Source: an optimization exercise on an open RTL-to-GDS flow (aim: small area). Production flows keep margins and buffers that such runs may drop.
Function was checked by simulation only, so behaviour that the tests miss may differ from the original.
Power figures rest on the tool's default switching activity, not on a simulated workload. No driver is modelled on the clock port, so clocking that relies on it looks cheaper here than on a real chip.

==> flow/design.v <==
module aoi222 (input a1, a2, b1, b2, c1, c2, output y);
   assign y = ~((a1 & a2) | (b1 & b2) | (c1 & c2));
endmodule
module ao221 (input a1, a2, b1, b2, c, output y);
   assign y = (a1 & a2) | (b1 & b2) | c;
endmodule
module read_col (input [31:0] sel, input [31:0] d, output y);
   logic [9:0] t;
   logic [2:0] u;
   for (genvar k = 0; k < 10; k++) begin : g_t
      aoi222 u_t (.a1(sel[3*k]), .a2(d[3*k]), .b1(sel[3*k+1]), .b2(d[3*k+1]),
                  .c1(sel[3*k+2]), .c2(d[3*k+2]), .y(t[k]));
   end
   assign u[0] = ~&t[3:0];
   assign u[1] = ~&t[7:4];
   assign u[2] = ~&t[9:8];
   ao221 u_last (.a1(sel[30]), .a2(d[30]), .b1(sel[31]), .b2(d[31]), .c(|u), .y(y));
endmodule
module sel_and2 (input a, input b, output y);
   assign y = a & b;
endmodule
module cam_decoder (input en, input [4:0] idx, output logic [31:0] dec);
   logic [3:0] lo;
   logic [7:0] hi;
   always_comb begin
      for (int k = 0; k < 4; k++) lo[k] = en & (idx[1:0] == k);
      for (int k = 0; k < 8; k++) hi[k] = (idx[4:2] == k);
   end
   for (genvar j = 0; j < 32; j++) begin : g_dec
      sel_and2 u_and (.a(lo[j % 4]), .b(hi[j / 4]), .y(dec[j]));
   end
endmodule
module row_match (input [31:0] q, input [31:0] s, input v, output m_n);
   assign m_n = ~(v & (q == s));
endmodule
module cam #(parameter WIDTH = 32, parameter ADDR_WIDTH = 5)
  (
   input                         clk_i,
   input                         rst_i,
   input                         read_enable_i,
   input  [ADDR_WIDTH - 1 : 0]   read_index_i,
   input                         write_enable_i,
   input  [ADDR_WIDTH - 1 : 0]   write_index_i,
   input  [WIDTH - 1 : 0]        write_data_i,
   input                         search_enable_i,
   input  [WIDTH - 1 : 0]        search_data_i,
   output logic                  read_valid_o,
   output logic [WIDTH - 1 : 0]  read_value_o,
   output logic                  search_valid_o,
   output logic [ADDR_WIDTH - 1 : 0] search_index_o
   );
   localparam DEPTH = 1 << ADDR_WIDTH;
   logic [DEPTH - 1 : 0][WIDTH - 1 : 0] mem;
   logic [WIDTH - 1 : 0][DEPTH - 1 : 0] mem_t;
   logic [DEPTH - 1 : 0] valid;
   logic [DEPTH - 1 : 0] wen;
   logic [DEPTH - 1 : 0] rsel;
   logic [DEPTH - 1 : 0] match_n;
   logic [DEPTH - 1 : 0] match;
   assign match = ~match_n;
   generate
      for (genvar j = 0; j < DEPTH; j++) begin : g_row
         always_ff @(posedge clk_i)
           if (wen[j]) mem[j] <= write_data_i;
         always_ff @(posedge clk_i)
           if (rst_i) valid[j] <= 1'b0;
           else if (wen[j]) valid[j] <= 1'b1;
         row_match u_match (.q(mem[j]), .s(search_data_i), .v(valid[j]), .m_n(match_n[j]));
         for (genvar b = 0; b < WIDTH; b++) begin : g_t
            assign mem_t[b][j] = mem[j][b];
         end
      end
      for (genvar b = 0; b < WIDTH; b++) begin : g_col
         read_col u_col (.sel(rsel), .d(mem_t[b]), .y(read_value_o[b]));
      end
   endgenerate
   cam_decoder u_wdec (.en(write_enable_i), .idx(write_index_i), .dec(wen));
   cam_decoder u_rdec (.en(1'b1), .idx(read_index_i), .dec(rsel));
   assign read_valid_o = |(rsel & valid);
   always_comb begin
      search_valid_o = search_enable_i & (|match);
      search_index_o = '0;
      for (int j = DEPTH - 1; j >= 0; j--)
        if (match[j]) search_index_o = j[ADDR_WIDTH - 1 : 0];
   end
endmodule
clock: 10.0 ns
lec_check: 0
cap_margin: 0
core_margin: 2
core_utilization: 75
setup_slack_margin: 0.3
slew_margin: 0
synth_hierarchical: 1
synth_minimum_keep_size: 0
standard.sh (not shown) runs the stock make flow with config.mk's settings and CLKGATE_MAP_FILE= SYNTH_SCRIPT=/design/flow/synth_recipe.tcl, a recipe that flattens the netlist after the stock synthesis.
==> flow/flow/run.sh <==
#!/bin/bash
# Own flow: the standard layout (standard.sh), with these changes:
#  - the port buffers are sky130 buf_2 cells instead of the resizer's default
#  - clock tree: larger sink clusters on clkbuf_16, no dummy loads
# Each step's full output goes to the ORFS logs under orfs/logs/, and
# standard.sh's own output to standard.log in this folder.
set -euo pipefail
export BUFFER_PORTS_ARGS="-buffer_cell sky130_fd_sc_hd__buf_2"
export CTS_ARGS="-sink_clustering_enable -repair_clock_nets -sink_clustering_size 30 -sink_clustering_max_diameter 90 -buf_list sky130_fd_sc_hd__clkbuf_16 -dont_use_dummy_load"
bash standard.sh finish > standard.log 2>&1
The first run went through all stages and came out clean.
==> next run, changes <==
--- a/flow/flow/run.sh
+++ b/flow/flow/run.sh
@@ -3 +3,3 @@
-#  - the port buffers are sky130 buf_2 cells instead of the resizer's default
+#  - the port buffers are sky130 buf_2 cells instead of the resizer's default,
+#    and the output ports' buffers are then made buf_1 before the
+#    post-placement repair (flow/small_output_buffers.tcl)
@@ -8,0 +11 @@
+export PRE_RESIZE_TCL="$(pwd)/flow/small_output_buffers.tcl"
==> flow/flow/small_output_buffers.tcl (new file) <==
# Before the post-placement repair (3_4): the buffers that drive output ports
# only drive the port's pin, so make them buf_1; repair_design, which runs
# right after this, sizes up any that then violate a limit.
set block [ord::get_db_block]
set n 0
foreach bterm [$block getBTerms] {
  if { [$bterm getIoType] != "OUTPUT" } { continue }
  set net [$bterm getNet]
  foreach iterm [$net getITerms] {
    if { ![$iterm isOutputSignal] } { continue }
    set inst [$iterm getInst]
    if { [[$inst getMaster] getName] == "sky130_fd_sc_hd__buf_2" } {
      replace_cell [$inst getName] sky130_fd_sc_hd__buf_1
      incr n
    }
  }
}
puts "small_output_buffers: $n output buffers made buf_1"
--- a/flow/config.mk
+++ b/flow/config.mk
@@ -10 +10 @@
-export CORE_UTILIZATION = 75
+export CORE_UTILIZATION = 67
=>
- The changed run finished with timing, DRC and antenna clean
- power is about the same
- cell count increases by a few percent
- die area increases by roughly a tenth
==> next run, changes <==
--- a/flow/flow/run.sh
+++ b/flow/flow/run.sh
@@ -3,3 +3 @@
-#  - the port buffers are sky130 buf_2 cells instead of the resizer's default,
-#    and the output ports' buffers are then made buf_1 before the
-#    post-placement repair (flow/small_output_buffers.tcl)
+#  - the port buffers are sky130 buf_2 cells instead of the resizer's default
@@ -11 +8,0 @@
-export PRE_RESIZE_TCL="$(pwd)/flow/small_output_buffers.tcl"
removed: flow/flow/small_output_buffers.tcl
What happened:
- via count went up by 0.87%
- global-route usage went up by 0.18 points
- synthesized cell count stays the same
- final area hardly moves
- power is about the same

==> port drivers added, routing unchanged <==
Ports are ideal in the flow. The routed layouts listed here were re-timed in OpenROAD.
Step 1, drivers: a clkbuf_16 drives clk_i and a buf_2 each remaining input, both assumed.
Step 2 also shifts input and output timing later by t, the mid clock arrival at the registers, as if the neighbouring blocks saw the same clock.
Slacks: no drivers / after step 1 / after step 2; pairs: no drivers / after step 1.
run | shift t [ns] | setup WS [ns] | pins driven straight from the clock port
the first run | 0.683 | 2.090 / 2.066 / 2.066 | 1
the second run | 0.697 | 2.359 / 2.336 / 2.336 | 1
the third run | 0.697 | 2.322 / 2.298 / 2.298 | 1
After both steps setup and hold are still met in every run listed.
